This is an optimization exercise on Yosys and OpenROAD, whose aim is small area and a short achievable clock period, not a production implementation. The RTL was checked by simulation tests, not by an equivalence proof against the original design. Power figures rest on the tool's default switching activity, not on a simulated workload.

$ cat run.sh
#!/bin/bash
# synth_recipe.tcl (not shown) runs the flow's synth.tcl, then flattens the netlist and writes it again
# the make line also repeats each setting of config.mk as NAME=value (left out here)
make -C /OpenROAD-flow-scripts/flow DESIGN_CONFIG=/design/flow/config.mk WORK_HOME=/design/flow/orfs CLKGATE_MAP_FILE= SYNTH_SCRIPT=/design/flow/synth_recipe.tcl finish
$ cat config.mk
export PLATFORM = sky130hd
export DESIGN_NAME = SIMD_CU
export DESIGN_NICKNAME = SIMD_CU
export VERILOG_FILES = /design/flow/design.v
export SDC_FILE = /design/flow/constraint.sdc
export NUM_CORES = 4
export LEC_CHECK = 0
export CAP_MARGIN = 20
export CORE_MARGIN = 2
export CORE_UTILIZATION = 40
export SETUP_SLACK_MARGIN = 1.5
export SLEW_MARGIN = 20
$ cat design.v
module dff(d,clk,q);
    input d,clk;
    output q;
    reg q;
    always @ (posedge clk)
    begin
    q<=d;
    end
endmodule 
module pipo(d, clk, q);
input [7:0]d;
input clk;
output [7:0]q;
    dff uua(d[7], clk, q[7]);
    dff uub(d[6], clk, q[6]);
    dff uuc(d[5], clk, q[5]);
    dff uud(d[4], clk, q[4]);
    dff uue(d[3], clk, q[3]);
    dff uuf(d[2], clk, q[2]);
    dff uug(d[1], clk, q[1]);
    dff uuh(d[0], clk, q[0]);
endmodule
module regfile(clk, en_write, en_read, reg_write_addr,  reg_read_addr1, reg_read_addr2, reg_write_data, reg_read_data1, reg_read_data2 );
input clk;
input en_write;
input en_read;
input [3:0] reg_write_addr;
input [3:0] reg_read_addr1;
input [3:0] reg_read_addr2;
input [7:0] reg_write_data;
reg [7:0] Registers[15:0];
reg [7:0] out_val1;
reg [7:0] out_val2;
output [7:0] reg_read_data1;
output [7:0] reg_read_data2;
	always @(posedge clk)
	begin
      		if (en_write)
       		begin
			Registers[reg_write_addr] <= reg_write_data;
       		end
	end
   	always @(negedge clk)
	begin
		if(en_read)
		begin
		out_val1 <= Registers[reg_read_addr1];
		out_val2 <= Registers[reg_read_addr2];
		end
	end   
assign reg_read_data1 = en_write ? 8'b0 : out_val1;
assign reg_read_data2 = en_write ? 8'b0 : out_val2;
endmodule
module SIMD_CU(d,d1,d2,en_write, 
		en_read, reg_write_addr1,
		reg_write_addr2,reg_write_addr3, 
		reg_read_addr1,reg_read_addr2,reg_read_addr3,reg_read_addr4,reg_read_addr5, reg_read_addr6,  
		clk, 
		reg_read_data1, reg_read_data2, reg_read_data3, reg_read_data4,reg_read_data5,reg_read_data6);
	input clk,en_write, en_read;
	input [3:0] reg_write_addr1;
	input [3:0] reg_write_addr2;
	input [3:0] reg_write_addr3;
	input [3:0] reg_read_addr1;
	input [3:0] reg_read_addr2;
	input [3:0] reg_read_addr3;
	input [3:0] reg_read_addr4;
	input [3:0] reg_read_addr5;
	input [3:0] reg_read_addr6;
	input [7:0] d,d1,d2;
	wire [7:0] q,q1,q2;
	output[7:0] reg_read_data1;
	output[7:0] reg_read_data2;
	output[7:0] reg_read_data3;
	output[7:0] reg_read_data4;
	output[7:0] reg_read_data5;
	output[7:0] reg_read_data6;
	pipo p1(d, clk, q);
	pipo p2(d1, clk, q1);
	pipo p3(d2, clk, q2);
	regfile PEM1(clk, en_write, en_read, reg_write_addr1,  reg_read_addr1, reg_read_addr2, q, reg_read_data1, reg_read_data2 );
	regfile PEM2(clk, en_write, en_read, reg_write_addr2,  reg_read_addr3, reg_read_addr4, q1, reg_read_data3, reg_read_data4 );
	regfile PEM3(clk, en_write, en_read, reg_write_addr3,  reg_read_addr5, reg_read_addr6, q2, reg_read_data5, reg_read_data6 );
endmodule
$ cat constraint.sdc
create_clock -name core_clock -period 5.2 [get_ports {clk}]
set_input_delay 1.0400 -clock core_clock [delete_from_list [all_inputs] [get_ports {clk}]]
set_output_delay 1.0400 -clock core_clock [all_outputs]
set_load 0.01 [all_outputs]
==> flow_metrics.env, run 1 <==
export IMPL_status="no timing/DRC/antenna violations"
export IMPL_drt_first_pass_iters=5
export IMPL_critPathKind="reg -> out"
export IMPL_clock_sinks=456
export IMPL_rows=82
export IMPL_holdWs_ns=0.699
export IMPL_setup_viol=0
export IMPL_core_um2=50200
export IMPL_ir_drop_v=0.000218
export IMPL_synthTopCellsByArea="edfxtp_1 64%, mux4_2 12%, mux4_1 10%, a22oi_1 3.5%, dfxtp_1 2.4%"
export IMPL_port_buffer_count=110
export IMPL_finalClockSkew_ns=0.0496
export IMPL_synth_edff_count=432
export IMPL_p_clk_frac=0.415
export IMPL_cts_tree="yes"
export IMPL_maxSlewViolCount=0
export IMPL_path_clk_slew_ns=0.06
export IMPL_cp_arrival_ns=3.97
export IMPL_p_sw_frac=0.230
export IMPL_wl_per_cell_um=26.1
export IMPL_postRouteAntennaNets=0
export IMPL_leakage_nw=9.14
export IMPL_start_util=0.406
export IMPL_gr_usage_met2=0.353
export IMPL_use_met1=0.256
export IMPL_grt_usage=0.204
export IMPL_synth_avg_cell_area_um2=20.1
export IMPL_internal_power_mw=6.59
export IMPL_cp_end_kind="output pin"
export IMPL_antenna_found_initial=0
export IMPL_synth_top_area_share=0.637
export IMPL_grt_pass1_vias=11969
export IMPL_fin_area_um2=26500
export IMPL_synth_top_area_cell="edfxtp_1"
export IMPL_seq_power_share=0.484
export IMPL_postPlaceCellArea_um2=22900
export IMPL_dp_hpwl_mm=33.3
export IMPL_die_y_um=230
export IMPL_insertedDiodeCount=0
export IMPL_cts_made_buffers=49
export IMPL_grt_overflow=0
export IMPL_hp_class="reg -> reg"
export IMPL_areaGrowthSynthToFinish_pct=30.0
export IMPL_power_density_nw_per_um2=323
export IMPL_crit_required_ns=4.16
export IMPL_slew_headroom=0.190
export IMPL_cts_hold_buffers=0
export IMPL_htreeDepth=2
export IMPL_viasPerCell=5.56
export IMPL_start_kind="flop"
export IMPL_cts_root_buffer="clkbuf_16"
export IMPL_use_met3=0.0295
export IMPL_yosys_register_bits=456
export IMPL_worst_pin_slew_ns=1.21
export IMPL_drive_gt1_frac=0.486
export IMPL_num_vias=11224
export IMPL_place_congestion=0.842
export IMPL_dieArea_um2=52700
export IMPL_drc_errors=0
export IMPL_clockBufferDepth=3
export IMPL_final_seq_area_um2=13500
export IMPL_rsz0062_at_grt="yes"
export IMPL_drt_total_wl_mm=52.6
export IMPL_die_x_um=230
export IMPL_finalHoldViolations=0
export IMPL_combPwrFrac=0.100
export IMPL_grt_pass1_wl_mm=78.4
export IMPL_synth_cell_types=25
export IMPL_maxCapViolations=0
export IMPL_netlist_area_um2=20400
export IMPL_switchingPower_mw=1.97
export IMPL_busiest_layer="met2"
export IMPL_syn_inst=1011
export IMPL_multi_input_area_um2=7000
export IMPL_path_max_fanout=1
export IMPL_nNetsFinal=1367
export IMPL_clock_latency_ns=0.62
export IMPL_syn_nets=1074
export IMPL_fin_util=0.528
export IMPL_drt_iter0_drc=1050
export IMPL_synth_warnings=2
export IMPL_synthFlopType="edfxtp_1"
export IMPL_ys_async_sr_fraction=0
export IMPL_ios=111
export IMPL_nFillCells=3892
export IMPL_grt_start_max_net_pins=46
export IMPL_synth_seq_area_share=0.661
-- layout by cell type (no fill, tap or decap), drive strengths merged --
cell type and n:
or3b 1, clkdlybuf4s50 36, clkbuf 71, nor4 4, nand2 56, mux4 192
nand2b 8, and2 6, clkinv 12, bufbuf 3, a22oi 96, and2b 6
clkinvlp 2, nand3 3, buf 216, edfxtp 432, inv 53, dlygate4sd2 12
nor3 20, nor4b 2, nor2 29, bufinv 2, nor2b 54, dfxtp 24
nand3b 4, clkdlybuf4s15 1
-- state kept, by name, indices dropped and copies added (netlist names), 8 cells and up --
register / cells
PEM3.out_val1: 8
PEM1.out_val1: 8
PEM2.Registers: 128
PEM2.out_val2: 8
PEM1.out_val2: 8
PEM1.Registers: 128
PEM2.out_val1: 8
PEM3.Registers: 128
PEM3.out_val2: 8
-- power by group through the flow --
stage	logic [mW]	clock network, mW	registers [mW]
final	0.857	3.56	4.15
after global routing	0.900	3.79	4.15
after CTS	0.841	3.62	4.15
after detailed placement	0.678	0.0563	4.22
after global placement	0.675	0.0563	4.22
after floorplan	0.419	0.0563	4.19
-- cell families (layout without fill, tap and decap cells) --
| family | count (synthesis) | in the layout | synth area share |
|---|---|---|---|
| and+or+nand+nor | 193 | 193 | 0.0484 |
| DFF | 456 | 456 | 0.661 |
| AOI/OAI and AO/OA | 96 | 96 | 0.0354 |
| muxes | 192 | 192 | 0.228 |
| buffers and inverters | 74 | 408 | 0.0278 |
-- synth_stat cells (15+ instances only) --
| library cell | count |
|---|---|
| mux4_1 | 78 |
| mux4_2 | 108 |
| edfxtp_1 | 432 |
| nor3_1 | 20 |
| buf_2 | 15 |
| nor2_1 | 29 |
| buf_6 | 18 |
| a22oi_1 | 96 |
| clkdlybuf4s25_2 | 18 |
| nor2b_1 | 54 |
| nand2_1 | 56 |
| dfxtp_1 | 24 |
-- through the flow --
step	setup TNS [ns]	power [mW]	cells	setup WS [ns]
floorplan	0	4.67	1011	0.351
global placement	-8.56	4.95	1812	-0.277
detailed placement	-8.68	4.96	1812	-0.277
CTS	0	8.61	2007	0.170
global route	0	8.84	2017	0.151
finish	0	8.56	2017	0.194
-- cell type report --
cell class	instances	share of cell area
sequential	456	0.508
multi-input combinational	481	0.264
timing repair buffer	268	0.129
clock buffer	71	0.0541
tap	672	0.0318
clock inverter	69	0.0123
-- worst max-delay path, cell delays in order, from the launching register on --
cell and delay [ns]:
edfxtp_1 0.39, nor2b_4 0.23, buf_6 0.13
-- worst paths after layout --
path	slack, ns	endpoint	start	depth (start not counted)
max	0.19	reg_read_data5[7]	PEM3.out_val1[7]$_DFFE_NP_	2
min	0.70	PEM3.Registers[8][7]$_DFFE_PP_	p3.uua.q$_DFF_P_	0
max reg2reg	1.01	PEM3.out_val1[0]$_DFFE_NP_	PEM3.Registers[2][0]$_DFFE_PP_	4
min reg2reg	0.70	PEM3.Registers[8][7]$_DFFE_PP_	p3.uua.q$_DFF_P_	0
-- layer usage --
layer  up-vias  wire length, um  part of all wire
met3       126             2780             0.053
met1      5865            20600              0.39
li1       4873                -                 -
met5         -                0                 0
met2       360            27100              0.51
met4         0             2150             0.041
-- timing repair --
item,CTS,global route
setup buffers,37,10
resized for setup,459,30
pin swaps,27,20
gates cloned,19,0
setup endpoints to repair,144,96
==> inputs of run 2 (changes only) <==
--- a/design.v
+++ b/design.v
@@ -8,17 +8,11 @@
     end
-endmodule 
+endmodule
 module pipo(d, clk, q);
-input [7:0]d;
+input [7:0] d;
 input clk;
-output [7:0]q;
-    dff uua(d[7], clk, q[7]);
-    dff uub(d[6], clk, q[6]);
-    dff uuc(d[5], clk, q[5]);
-    dff uud(d[4], clk, q[4]);
-    dff uue(d[3], clk, q[3]);
-    dff uuf(d[2], clk, q[2]);
-    dff uug(d[1], clk, q[1]);
-    dff uuh(d[0], clk, q[0]);
+output reg [7:0] q;
+always @(posedge clk) q <= d;
 endmodule
-module regfile(clk, en_write, en_read, reg_write_addr,  reg_read_addr1, reg_read_addr2, reg_write_data, reg_read_data1, reg_read_data2 );
+module regfile(clk, en_write, en_read, reg_write_addr, reg_read_addr1, reg_read_addr2,
+               reg_write_data, reg_read_data1, reg_read_data2);
 input clk;
@@ -30,24 +24,32 @@
 input [7:0] reg_write_data;
-reg [7:0] Registers[15:0];
-reg [7:0] out_val1;
-reg [7:0] out_val2;
 output [7:0] reg_read_data1;
 output [7:0] reg_read_data2;
-	always @(posedge clk)
-	begin
-      		if (en_write)
-       		begin
-			Registers[reg_write_addr] <= reg_write_data;
-       		end
-	end
-   	always @(negedge clk)
-	begin
-		if(en_read)
-		begin
-		out_val1 <= Registers[reg_read_addr1];
-		out_val2 <= Registers[reg_read_addr2];
-		end
-	end   
-assign reg_read_data1 = en_write ? 8'b0 : out_val1;
-assign reg_read_data2 = en_write ? 8'b0 : out_val2;
+reg [7:0] Registers [0:15];
+reg [7:0] hold1, hold2;
+genvar i;
+generate
+  for (i = 0; i < 16; i = i + 1) begin : row
+    always @(posedge clk)
+      if (en_write && reg_write_addr == i)
+        Registers[i] <= reg_write_data;
+  end
+endgenerate
+wire [15:0] sel1 = {16{en_read}} & (16'b1 << reg_read_addr1);
+wire [15:0] sel2 = {16{en_read}} & (16'b1 << reg_read_addr2);
+reg [7:0] r1, r2;
+integer k;
+always @* begin
+  r1 = {8{~en_read}} & hold1;
+  r2 = {8{~en_read}} & hold2;
+  for (k = 0; k < 16; k = k + 1) begin
+    r1 = r1 | ({8{sel1[k]}} & Registers[k]);
+    r2 = r2 | ({8{sel2[k]}} & Registers[k]);
+  end
+end
+always @(posedge clk) begin
+  hold1 <= r1;
+  hold2 <= r2;
+end
+assign reg_read_data1 = {8{~en_write}} & r1;
+assign reg_read_data2 = {8{~en_write}} & r2;
 endmodule
==> flow_metrics.env, run 2 <==
export IMPL_synth_edff_count=384
export IMPL_port_buffer_count=110
export IMPL_core_um2=52300
export IMPL_synthFlopType="edfxtp_1"
export IMPL_ios=111
export IMPL_synth_warnings=3
export IMPL_slew_headroom=0.306
export IMPL_max_stage_delay_ns=0.54
export IMPL_clock_latency_ns=0.61
export IMPL_viasPerCell=6.69
export IMPL_die_y_um=234
export IMPL_drt_iter0_drc=2578
export IMPL_clockBufferDepth=3
export IMPL_place_congestion=1.01
export IMPL_htreeDepth=2
export IMPL_path_max_fanout=8
export IMPL_synth_avg_cell_area_um2=12.3
export IMPL_maxSlewViolCount=0
export IMPL_cts_root_buffer="clkbuf_16"
export IMPL_grt_pass1_vias=18294
export IMPL_setup_tns_ns=0
export IMPL_reg2reg_from="PEM2.Registers[1][1]$_DFFE_PP_"
export IMPL_worstPathCellList="buf_16 -> buf_16 -> buf_8 -> and3b_2 -> buf_6 -> nand3_2 -> nand2_2 -> or4_4 -> and2_4 -> buf_6"
export IMPL_holdWs_ns=0.468
export IMPL_path_clk_slew_ns=0.06
export IMPL_dp_hpwl_mm=57.6
export IMPL_grt_pass1_wl_mm=128
export IMPL_synth_top_area_cell="edfxtp_1"
export IMPL_grt_usage=0.328
export IMPL_cts_made_buffers=52
export IMPL_rsz0062_at_grt="yes"
export IMPL_largestRegisters="PEM1.Registers x128, PEM2.Registers x128, PEM3.Registers x128"
export IMPL_power_density_nw_per_um2=315
export IMPL_final_min_clock_period_ns=3.87
export IMPL_synth_cell_types=74
export IMPL_setup_viol=0
export IMPL_drc_errors=0
export IMPL_crit_buf_inv=5
export IMPL_critPathKind="in -> out"
export IMPL_die_x_um=234
export IMPL_cp_top_family="simple AND/OR/NAND/NOR gates"
export IMPL_r2r_cells=4
export IMPL_syn_inst=1720
export IMPL_cp_arrival_ns=2.83
export IMPL_layout_commonest_cell="edfxtp_1"
export IMPL_synthTopCellsByArea="edfxtp_1 55%, dfxtp_1 6.8%, nand3_1 4.8%, mux2i_1 2.2%, nand4_1 2.0%"
export IMPL_finalHoldViolations=0
export IMPL_synth_most_common_cell="edfxtp_1"
export IMPL_r2r_slack_ns=3.43
export IMPL_fin_area_um2=28900
export IMPL_finalClockSkew_ns=0.0297
export IMPL_final_cell_mix="384 x edfxtp_1, 254 x buf_4, 188 x nand3_1"
export IMPL_synth_seq_area_share=0.615
export IMPL_postPlaceCellArea_um2=24100
export IMPL_ir_drop_v=0.000267
export IMPL_clock_fmax_mhz=258
export IMPL_synth_common_cells="384 x edfxtp_1, 202 x nand3_1, 76 x nand2_1"
export IMPL_cts_tree="yes"
export IMPL_clock_sinks=456
export IMPL_status="no timing/DRC/antenna violations"
export IMPL_maxCapViolations=0
export IMPL_holdCritStartpoint="PEM3.hold1[5]$_DFF_P_"
export IMPL_drt_total_wl_mm=90.6
export IMPL_drt_first_pass_iters=6
export IMPL_wl_per_cell_um=32.2
export IMPL_hp_class="reg -> reg"
export IMPL_ys_async_sr_fraction=0
export IMPL_drive_gt1_frac=0.364
export IMPL_crit_slowest_cell="or4_4"
export IMPL_rows=84
export IMPL_holdPathEnd="PEM3.hold1[5]$_DFF_P_"
export IMPL_cp_end_kind="output pin"
export IMPL_hold_depth=2
export IMPL_start_kind="input pin"
export IMPL_areaGrowthSynthToFinish_pct=37.0
export IMPL_post_route_period_util=0.744
export IMPL_postRouteAntennaNets=0
export IMPL_grt_overflow=0
export IMPL_worst_pin_slew_ns=1.04
export IMPL_antenna_found_initial=2
export IMPL_syn_nets=1783
export IMPL_start_util=0.403
export IMPL_grt_start_max_net_pins=46
export IMPL_crit_required_ns=4.16
export IMPL_synth_top_area_share=0.547
export IMPL_netlist_area_um2=21100
export IMPL_yosys_register_bits=456
export IMPL_nFillCells=4368
export IMPL_insertedDiodeCount=0
export IMPL_worstReg2RegEnd="PEM2.hold2[1]$_DFF_P_"
export IMPL_leakage_nw=10.5
export IMPL_num_vias=18849
export IMPL_nNetsFinal=2150
export IMPL_dieArea_um2=54600
run 2: changes by cell type after synthesis, moves of 47 or more:
| cell | change |
|---|---|
| mux4_2 | -104 |
| nand4_1 | +66 |
| dfxtp_1 | +48 |
| a32oi_1 | +47 |
| mux4_1 | -78 |
| clkbuf_1 | +56 |
| mux2i_1 | +47 |
| edfxtp_1 | -48 |
| nand3_1 | +199 |
| and3_1 | +49 |
run 2: how the worst max path moves through the flow:
stage	startpoint	endpoint	slack, ns	cells past startpoint
finish	en_read	reg_read_data5[7]	1.33	10
global route	reg_read_addr3[0]	reg_read_data3[0]	1.30	10
CTS	en_read	reg_read_data3[5]	1.35	8
detailed placement	reg_read_addr6[2]	reg_read_data6[4]	0.13	8
global placement	reg_read_addr6[2]	reg_read_data6[4]	0.12	8
floorplan	reg_read_addr3[3]	reg_read_data3[5]	1.55	7
run 2: repair_timing:
item	4_1_cts	5_1_grt
endpoints found under the hold margin	0	0
cloned	18	2
pin swaps	93	57
gates resized for setup	635	122
setup endpoints to repair	48	46
hold buffers	0	0
buffers inserted	93	23
run 2: area by class of cell:
class	count	area, um2	area share
repair buffers	450	4350	0.151
clock inverters	34	408	0.0141
well taps	688	861	0.0298
clock buffers	62	1380	0.0478
flip-flops and latches	456	13000	0.449
inverters	8	36.3	0.00126
multi-input cells	1119	8870	0.307
run 2: worst min-delay path, cell delays in order, from the launching register on:
cell	delay, ns
dfxtp_1	0.30
a21oi_1	0.08
nand3_1	0.06
run 2: layer usage:
metal / part of all wire / vias up / track usage / routed length, um
met5: 0.00014 / - / 0 / 13
met4: 0.054 / 2 / 0.153 / 4910
met3: 0.13 / 344 / 0.0919 / 11500
met2: 0.43 / 1538 / 0.478 / 38800
met1: 0.39 / 9258 / 0.451 / 35400
li1: - / 7707 / - / -
run 2: where the power goes:
part           switching (mW)  leakage [nW]  internal, mW
Sequential             0.0654          4.08          4.04
Combinational           0.612          5.51         0.504
Clock                    1.54         0.870          2.34
Total                    2.22          10.5          6.88
run 2: cells by family after synthesis:
| kind of cell | count (synthesis) | share of synthesized area |
|---|---|---|
| AO/OA/AOI/OAI | 343 | 0.128 |
| flip-flops | 456 | 0.615 |
| multiplexers | 84 | 0.0442 |
| buffers and inverters | 145 | 0.0295 |
| AND/OR/NAND/NOR | 692 | 0.183 |
run 2: metrics by stage:
stage / power, mW / instances / util / setup slack (ns)
finish: 9.10 / 2817 / 0.552 / 1.33
global route: 9.32 / 2817 / 0.552 / 1.30
CTS: 9.03 / 2792 / 0.537 / 1.35
detailed placement: 5.01 / 2585 / 0.460 / 0.128
global placement: 5.01 / 2585 / 0.460 / 0.119
floorplan: 4.57 / 1720 / - / 1.55
==> inputs of run 3 (changes only) <==
--- a/design.v
+++ b/design.v
@@ -28,2 +28,4 @@
 reg [7:0] hold1, hold2;
+wire [15:0] wsel, nwsel;
+wdec wd (.en(en_write), .a(reg_write_addr), .sel(wsel), .nsel(nwsel));
 genvar i;
@@ -31,19 +33,27 @@
   for (i = 0; i < 16; i = i + 1) begin : row
+    wire [7:0] nxt;
+    genvar b;
+    for (b = 0; b < 8; b = b + 1) begin : wb
+      wbit w (.q(Registers[i][b]), .d(reg_write_data[b]), .s(wsel[i]), .ns(nwsel[i]), .nxt(nxt[b]));
+    end
     always @(posedge clk)
-      if (en_write && reg_write_addr == i)
-        Registers[i] <= reg_write_data;
+      Registers[i] <= nxt;
   end
 endgenerate
-wire [15:0] sel1 = {16{en_read}} & (16'b1 << reg_read_addr1);
-wire [15:0] sel2 = {16{en_read}} & (16'b1 << reg_read_addr2);
-reg [7:0] r1, r2;
-integer k;
-always @* begin
-  r1 = {8{~en_read}} & hold1;
-  r2 = {8{~en_read}} & hold2;
-  for (k = 0; k < 16; k = k + 1) begin
-    r1 = r1 | ({8{sel1[k]}} & Registers[k]);
-    r2 = r2 | ({8{sel2[k]}} & Registers[k]);
+wire [15:0] sel1, sel2;
+wire selh1, selh2;
+rdec rd1 (.en(en_read), .a(reg_read_addr1), .sel(sel1), .selh(selh1));
+rdec rd2 (.en(en_read), .a(reg_read_addr2), .sel(sel2), .selh(selh2));
+wire [7:0] r1, r2;
+generate
+  for (i = 0; i < 8; i = i + 1) begin : rb
+    wire [15:0] col;
+    genvar j;
+    for (j = 0; j < 16; j = j + 1) begin : c
+      assign col[j] = Registers[j][i];
+    end
+    rsel rs1 (.sel(sel1), .selh(selh1), .m(col), .h(hold1[i]), .we(en_write), .r(r1[i]), .o(reg_read_data1[i]));
+    rsel rs2 (.sel(sel2), .selh(selh2), .m(col), .h(hold2[i]), .we(en_write), .r(r2[i]), .o(reg_read_data2[i]));
   end
-end
+endgenerate
 always @(posedge clk) begin
@@ -52,4 +62,64 @@
 end
-assign reg_read_data1 = {8{~en_write}} & r1;
-assign reg_read_data2 = {8{~en_write}} & r2;
+endmodule
+module wdec(en, a, sel, nsel);
+input en;
+input [3:0] a;
+output [15:0] sel, nsel;
+assign sel = {16{en}} & (16'b1 << a);
+assign nsel = ~sel;
+endmodule
+module wbit(q, d, s, ns, nxt);
+input q, d, s, ns;
+output nxt;
+assign nxt = (ns & q) | (s & d);
+endmodule
+module rdec(en, a, sel, selh);
+input en;
+input [3:0] a;
+output [15:0] sel;
+output selh;
+assign sel = {16{en}} & (16'b1 << a);
+assign selh = ~en;
+endmodule
+module rsel(sel, selh, m, h, we, r, o);
+input [15:0] sel, m;
+input selh, h, we;
+output r, o;
+wire [5:0] x;
+aoi222 g0 (sel[0],  m[0],  sel[1],  m[1],  sel[2],  m[2],  x[0]);
+aoi222 g1 (sel[3],  m[3],  sel[4],  m[4],  sel[5],  m[5],  x[1]);
+aoi222 g2 (sel[6],  m[6],  sel[7],  m[7],  sel[8],  m[8],  x[2]);
+aoi222 g3 (sel[9],  m[9],  sel[10], m[10], sel[11], m[11], x[3]);
+aoi222 g4 (sel[12], m[12], sel[13], m[13], sel[14], m[14], x[4]);
+aoi22  g5 (sel[15], m[15], selh,    h,                     x[5]);
+wire n0, n1;
+and3g  g6 (x[0], x[1], x[2], n0);
+and3g  g7 (x[3], x[4], x[5], n1);
+nand2g g8 (n0, n1, r);
+aoi21  g9 (n0, n1, we, o);
+endmodule
+module aoi222(a1, a2, b1, b2, c1, c2, y);
+input a1, a2, b1, b2, c1, c2;
+output y;
+assign y = ~((a1 & a2) | (b1 & b2) | (c1 & c2));
+endmodule
+module aoi22(a1, a2, b1, b2, y);
+input a1, a2, b1, b2;
+output y;
+assign y = ~((a1 & a2) | (b1 & b2));
+endmodule
+module aoi21(a1, a2, b1, y);
+input a1, a2, b1;
+output y;
+assign y = ~((a1 & a2) | b1);
+endmodule
+module and3g(a, b, c, y);
+input a, b, c;
+output y;
+assign y = a & b & c;
+endmodule
+module nand2g(a, b, y);
+input a, b;
+output y;
+assign y = ~(a & b);
 endmodule
--- a/config.mk
+++ b/config.mk
@@ -10,3 +10,5 @@
 export CORE_UTILIZATION = 40
+export CTS_BUF_LIST = sky130_fd_sc_hd__clkbuf_4 sky130_fd_sc_hd__clkbuf_8
 export SETUP_SLACK_MARGIN = 1.5
 export SLEW_MARGIN = 20
+export SYNTH_HIERARCHICAL = 1
==> flow_metrics.env, run 3 <==
export IMPL_status="no timing/DRC/antenna violations"
export IMPL_clock_latency_ns=0.65
export IMPL_syn_inst=1608
export IMPL_drt_first_pass_iters=9
export IMPL_synth_warnings=10
export IMPL_cts_hold_buffers=0
export IMPL_die_y_um=217
export IMPL_worst_pin_slew_ns=1.05
export IMPL_dp_slack_ns=0.283
export IMPL_r2r_cells=4
export IMPL_crit_required_ns=4.16
export IMPL_maxSlewViolCount=0
export IMPL_cts_tree="yes"
export IMPL_synthTopCellsByArea="dfxtp_1 50%, a22o_1 19%, a222oi_1 13%, a22oi_2 3.3%, and3_1 3.3%"
export IMPL_post_route_period_util=0.768
export IMPL_synth_cell_types=21
export IMPL_path_max_fanout=8
export IMPL_numPlacedInstances=2372
export IMPL_cts_root_buffer="clkbuf_8"
export IMPL_grt_start_max_net_pins=44
export IMPL_r2r_slack_ns=3.76
export IMPL_cp_startpoint="en_read"
export IMPL_drt_iter0_drc=3523
export IMPL_ios=111
export IMPL_drt_total_wl_mm=69.6
export IMPL_leakage_nw=8.63
export IMPL_ys_async_sr_fraction=0
export IMPL_viasPerCell=6.87
export IMPL_nNetsFinal=1967
export IMPL_worstReg2RegEnd="PEM2.hold1[6]$_DFF_P_"
export IMPL_slew_headroom=0.299
export IMPL_top_layer="met5"
export IMPL_grt_usage=0.287
export IMPL_core_um2=45100
export IMPL_clockBufferDepth=3
export IMPL_yosys_register_bits=456
export IMPL_holdCritStartpoint="PEM1.Registers[10][6]$_DFF_P_"
export IMPL_fin_area_um2=23100
export IMPL_synth_most_common_cell="dfxtp_1"
export IMPL_final_cell_mix="456 x dfxtp_1, 384 x a22o_1, 240 x a222oi_1"
export IMPL_maxCapViolations=0
export IMPL_num_vias=17631
export IMPL_cts_made_buffers=79
export IMPL_holdPathEnd="PEM1.Registers[10][6]$_DFF_P_"
export IMPL_port_buffer_count=110
export IMPL_die_x_um=217
export IMPL_drive_gt1_frac=0.286
export IMPL_synthFlopType="dfxtp_1"
export IMPL_final_min_clock_period_ns=3.99
export IMPL_reg2reg_from="PEM2.Registers[9][6]$_DFF_P_"
export IMPL_grt_pass1_wl_mm=105
export IMPL_dp_hpwl_mm=47.6
export IMPL_wl_met3_mm=6.37
export IMPL_cp_end_kind="output pin"
export IMPL_finalHoldViolations=0
export IMPL_synth_seq_area_share=0.502
export IMPL_cp_arrival_ns=2.95
export IMPL_finalNonFillerCells=2565
export IMPL_start_util=0.403
export IMPL_areaGrowthSynthToFinish_pct=27.2
export IMPL_antenna_found_initial=3
export IMPL_largestRegisters="PEM1.Registers x128, PEM2.Registers x128, PEM3.Registers x128"
export IMPL_clock_sinks=456
export IMPL_synth_top_area_share=0.502
export IMPL_critPathKind="in -> out"
export IMPL_hold_depth=1
export IMPL_rsz0062_at_grt="yes"
export IMPL_finalClockSkew_ns=0.0233
export IMPL_synth_avg_cell_area_um2=11.3
export IMPL_wl_met1_mm=29.4
export IMPL_postRouteAntennaNets=0
export IMPL_start_kind="input pin"
export IMPL_fin_ws_ns=1.21
export IMPL_netlist_area_um2=18200
export IMPL_drc_errors=0
export IMPL_synth_common_cells="456 x dfxtp_1, 384 x a22o_1, 240 x a222oi_1"
export IMPL_synth_edff_count=0
export IMPL_dr_wl_met2_mm=31.0
export IMPL_postPlaceCellArea_um2=20500
export IMPL_layout_commonest_cell="dfxtp_1"
export IMPL_power_density_nw_per_um2=428
export IMPL_htreeDepth=3
export IMPL_setup_viol=0
export IMPL_grt_overflow=0
export IMPL_dieArea_um2=47100
export IMPL_synth_top_area_cell="dfxtp_1"
export IMPL_ir_drop_v=0.000251
export IMPL_place_congestion=0.950
export IMPL_path_clk_slew_ns=0.06
export IMPL_rows=78
export IMPL_setup_tns_ns=0
export IMPL_hp_class="reg -> reg"
export IMPL_nFillCells=4091
export IMPL_syn_nets=1671
export IMPL_clock_fmax_mhz=250
export IMPL_wl_per_cell_um=27.1
export IMPL_grt_pass1_vias=16676
run 3: area by class of cell:
type,instances,area (um2),share of cell area
inverters,6,22.5,0.000974
flip-flops and latches,456,9130,0.395
multi-input cells,1140,9600,0.415
clock buffers,125,1570,0.0679
clock inverters,16,143,0.00617
well taps,600,751,0.0325
diodes,1,2.50,0.000108
repair buffers,221,1900,0.0822
run 3: report_power, final:
group          total [mW]  internal (mW)  switching [mW]  leakage, nW
Combinational        1.43          0.830           0.600         3.91
Sequential           4.94           4.25           0.687         3.81
Clock                3.52           2.01            1.50        0.901
run 3: cell families after synthesis:
logic type	synth area share
AO/OA/AOI/OAI	0.373
buffers and inverters	0.00289
flip-flops	0.502
AND/OR/NAND/NOR	0.121
run 3: timing repair:
action                                  in CTS  in global routing
gates resized for setup                    441                 41
cloned                                       2                  1
setup buffers                               38                 10
endpoints found under the setup margin      48                 48
pin swaps                                  168                 91
run 3: per-module statistics from Yosys (local to each module, per instance), a selection:
module | cells | times used | flops+latches | area, um2
regfile | 144 | 3 | 144 | 2880
wdec | 48 | 3 | 0 | 244
aoi22 | 1 | 48 | 0 | 12.5
aoi222 | 1 | 240 | 0 | 10.0
aoi21 | 1 | 48 | 0 | 8.76
wbit | 1 | 384 | 0 | 8.76
and3g | 1 | 96 | 0 | 6.26
nand2g | 1 | 48 | 0 | 3.75
run 3: how the worst max path moves through the flow:
stage | cells past startpoint | endpoint | slack [ns]
floorplan | 5 | reg_read_data1[0] | 1.88
global placement | 8 | reg_read_data5[4] | 0.29
detailed placement | 8 | reg_read_data5[1] | 0.28
CTS | 9 | reg_read_data5[7] | 1.27
global route | 8 | reg_read_data1[7] | 1.20
finish | 10 | reg_read_data4[6] | 1.21
run 3: critical path: stages:
cell	delay (ns)
buf_12	0.13
buf_12	0.15
or3b_4	0.27
buf_12	0.12
nor2_4	0.04
buf_6	0.13
a222oi_1	0.53
and3_4	0.33
a21oi_2	0.06
buf_2	0.14
run 3: stage by stage:
stage           util  total power, mW  hold WS (ns)
2_1_floorplan      -             5.69         0.470
6_report       0.513             9.89         0.504
3_3_place_gp   0.454             6.27         0.483
5_1_grt        0.513             10.3         0.521
3_5_place_dp   0.454             6.33         0.489
4_1_cts        0.508             9.87         0.505
run 3: metal layers:
metal  track usage  vias up
met5             0        -
met4         0.117        2
met1         0.394     8745
met3        0.0609      197
met2         0.439     1093
li1              -     7594
==> inputs of run 4 (changes only) <==
--- a/config.mk
+++ b/config.mk
@@ -10,3 +10,2 @@
 export CORE_UTILIZATION = 40
-export CTS_BUF_LIST = sky130_fd_sc_hd__clkbuf_4 sky130_fd_sc_hd__clkbuf_8
 export SETUP_SLACK_MARGIN = 1.5
==> flow_metrics.env, run 4 <==
export IMPL_grt_start_max_net_pins=44
export IMPL_htreeDepth=2
export IMPL_synth_common_cells="456 x dfxtp_1, 384 x a22o_1, 240 x a222oi_1"
export IMPL_cp_arrival_ns=3.02
export IMPL_path_max_fanout=6
export IMPL_grt_pass1_wl_mm=103
export IMPL_num_vias=17404
export IMPL_yosys_register_bits=456
export IMPL_netlist_area_um2=18200
export IMPL_maxCapViolations=0
export IMPL_final_cell_mix="456 x dfxtp_1, 384 x a22o_1, 240 x a222oi_1"
export IMPL_largestRegisters="PEM1.Registers x128, PEM2.Registers x128, PEM3.Registers x128"
export IMPL_ios=111
export IMPL_dp_hpwl_mm=47.6
export IMPL_critPathKind="in -> out"
export IMPL_drt_total_wl_mm=68.4
export IMPL_grt_usage=0.282
export IMPL_synth_top_area_share=0.502
export IMPL_cts_hold_buffers=0
export IMPL_rsz0062_at_grt="yes"
export IMPL_postRouteAntennaNets=0
export IMPL_die_y_um=217
export IMPL_synth_top_area_cell="dfxtp_1"
export IMPL_synth_avg_cell_area_um2=11.3
export IMPL_clock_latency_ns=0.59
export IMPL_synth_edff_count=0
export IMPL_grt_overflow=0
export IMPL_maxSlewViolCount=0
export IMPL_hp_class="reg -> reg"
export IMPL_slew_headroom=0.320
export IMPL_ys_async_sr_fraction=0
export IMPL_synth_warnings=10
export IMPL_core_um2=45100
export IMPL_synth_seq_area_share=0.502
export IMPL_cts_root_buffer="clkbuf_16"
export IMPL_die_x_um=217
export IMPL_path_clk_slew_ns=0.06
export IMPL_dieArea_um2=47100
export IMPL_finalHoldViolations=0
export IMPL_start_kind="input pin"
export IMPL_leakage_nw=8.62
export IMPL_syn_nets=1671
export IMPL_drc_errors=0
export IMPL_power_density_nw_per_um2=440
export IMPL_synth_cell_types=21
export IMPL_setup_viol=0
export IMPL_ir_drop_v=0.000270
export IMPL_clockBufferDepth=3
export IMPL_status="no timing/DRC/antenna violations"
export IMPL_clock_fmax_mhz=246
export IMPL_port_buffer_count=110
export IMPL_worst_pin_slew_ns=1.02
export IMPL_crit_required_ns=4.16
export IMPL_drt_first_pass_iters=12
export IMPL_fin_ws_ns=1.14
export IMPL_viasPerCell=6.89
export IMPL_wl_per_cell_um=27.0
export IMPL_areaGrowthSynthToFinish_pct=27.7
export IMPL_setup_tns_ns=0
export IMPL_layout_commonest_cell="dfxtp_1"
export IMPL_post_route_period_util=0.781
export IMPL_place_congestion=0.950
export IMPL_cp_end_kind="output pin"
export IMPL_finalClockSkew_ns=0.0219
export IMPL_grt_pass1_vias=16285
export IMPL_synth_most_common_cell="dfxtp_1"
export IMPL_dp_slack_ns=0.283
export IMPL_drt_iter0_drc=3231
export IMPL_synthTopCellsByArea="dfxtp_1 50%, a22o_1 19%, a222oi_1 13%, a22oi_2 3.3%, and3_1 3.3%"
export IMPL_synthFlopType="dfxtp_1"
export IMPL_cts_made_buffers=50
export IMPL_drive_gt1_frac=0.261
export IMPL_nFillCells=4068
export IMPL_rows=78
export IMPL_nNetsFinal=1948
export IMPL_clock_sinks=456
export IMPL_cts_tree="yes"
export IMPL_start_util=0.403
export IMPL_final_min_clock_period_ns=4.06
export IMPL_antenna_found_initial=2
export IMPL_syn_inst=1608
==> run 4: path summary, 6_finish.rpt <==
path,start,to,slack [ns],cells past startpoint
hold reg to reg,PEM1.Registers[4][4]$_DFF_P_,PEM1.Registers[4][4]$_DFF_P_,0.51,1
hold / removal,PEM1.Registers[4][4]$_DFF_P_,PEM1.Registers[4][4]$_DFF_P_,0.51,1
setup / recovery,en_read,reg_read_data3[3],1.14,10
setup reg to reg,PEM3.Registers[3][7]$_DFF_P_,PEM3.hold1[7]$_DFF_P_,3.74,3
==> run 4: critical path, stage by stage <==
cell and delay [ns]:
buf_12 0.12, buf_12 0.15, buf_8 0.12, or3b_4 0.29, nor2_4 0.04, buf_6 0.13
a222oi_1 0.56, and3_4 0.31, a21oi_2 0.07, buf_2 0.18
==> run 4: metrics by stage <==
step / cell area [um2] / utilization / hold WS [ns] / std cells / power, mW
6_report: 23200 / 0.515 / 0.507 / 2527 / 10.2
4_1_cts: 22900 / 0.509 / 0.506 / 2512 / 10.2
2_1_floorplan: 18200 / - / 0.470 / 1608 / 5.69
3_3_place_gp: 20500 / 0.454 / 0.483 / 2372 / 6.27
3_5_place_dp: 20500 / 0.454 / 0.489 / 2372 / 6.33
5_1_grt: 23200 / 0.515 / 0.521 / 2526 / 10.6
==> run 4: per-module statistics from Yosys (local to each module, per instance), excerpt <==
module   copies in the design  flops+latches
aoi222                    240              0
aoi22                      48              0
regfile                     3            144
nand2g                     48              0
and3g                      96              0
wbit                      384              0
rdec                        6              0
aoi21                      48              0
wdec                        3              0
pipo                        3              8
==> run 4: timing repair <==
action	CTS	global route
buffers inserted	46	14
cloned	1	0
gates resized for setup	402	49
pin swaps	175	84
setup endpoints to repair	48	48
==> run 4: layer usage <==
layer,vias to the layer above,share of wire,GRT usage
met5,-,0.00016,0
met4,2,0.038,0.0979
met3,170,0.092,0.0499
met2,1034,0.45,0.436
met1,8653,0.42,0.396
li1,7545,-,-
==> run 4: report_power, final <==
part | switching, mW | total, mW | internal [mW]
Sequential | 0.687 | 4.94 | 4.25
Clock | 1.50 | 3.86 | 2.36
Combinational | 0.593 | 1.42 | 0.825
Total | 2.78 | 10.2 | 7.43
==> run 4: area by class of cell <==
class | instances | area [um2] | area share
clock buffers | 66 | 1450 | 0.0623
clock inverters | 27 | 360 | 0.0155
inverters | 6 | 22.5 | 0.000970
well taps | 600 | 751 | 0.0323
repair buffers | 231 | 1960 | 0.0845
flip-flops and latches | 456 | 9130 | 0.393
diodes | 1 | 2.50 | 0.000108
multi-input cells | 1140 | 9540 | 0.411
==> run 4: cells by family (layout without fill, tap and decap cells) <==
kind of cell	count (synthesis)	after routing	synth area share
compound gates	720	720	0.373
buf+inv	12	330	0.00289
flops	456	456	0.502
other cells	0	1	0
simple gates	420	420	0.121

-- re-timing with driven ports --
No port has a modelled driver above. Below, the same layouts with a new extraction and two added sets of constraints. Step 1 assumes that a clkbuf_16 drives the clock port and a buf_2 every other input. Step 2 also shifts input and output timing later by t, the mid clock arrival at the registers, as if the neighbouring blocks saw the same clock. Slacks: no drivers / after step 1 / after step 2; pairs: no drivers / after step 1.
| run | t, ns | setup slack, ns | worst setup path at the end |
|---|---|---|---|
| run 2 | 0.655 | 1.330 / 1.177 / 1.177 | input to output |
| run 3 | 0.692 | 1.206 / 1.159 / 1.159 | input to output |
| run 4 | 0.637 | 1.140 / 1.093 / 1.093 | input to output |
After both steps setup and hold are still met in every run listed. The setup slack of run 2, which loses most, moves by -0.153 ns with the drivers and by -0.153 ns with both steps.
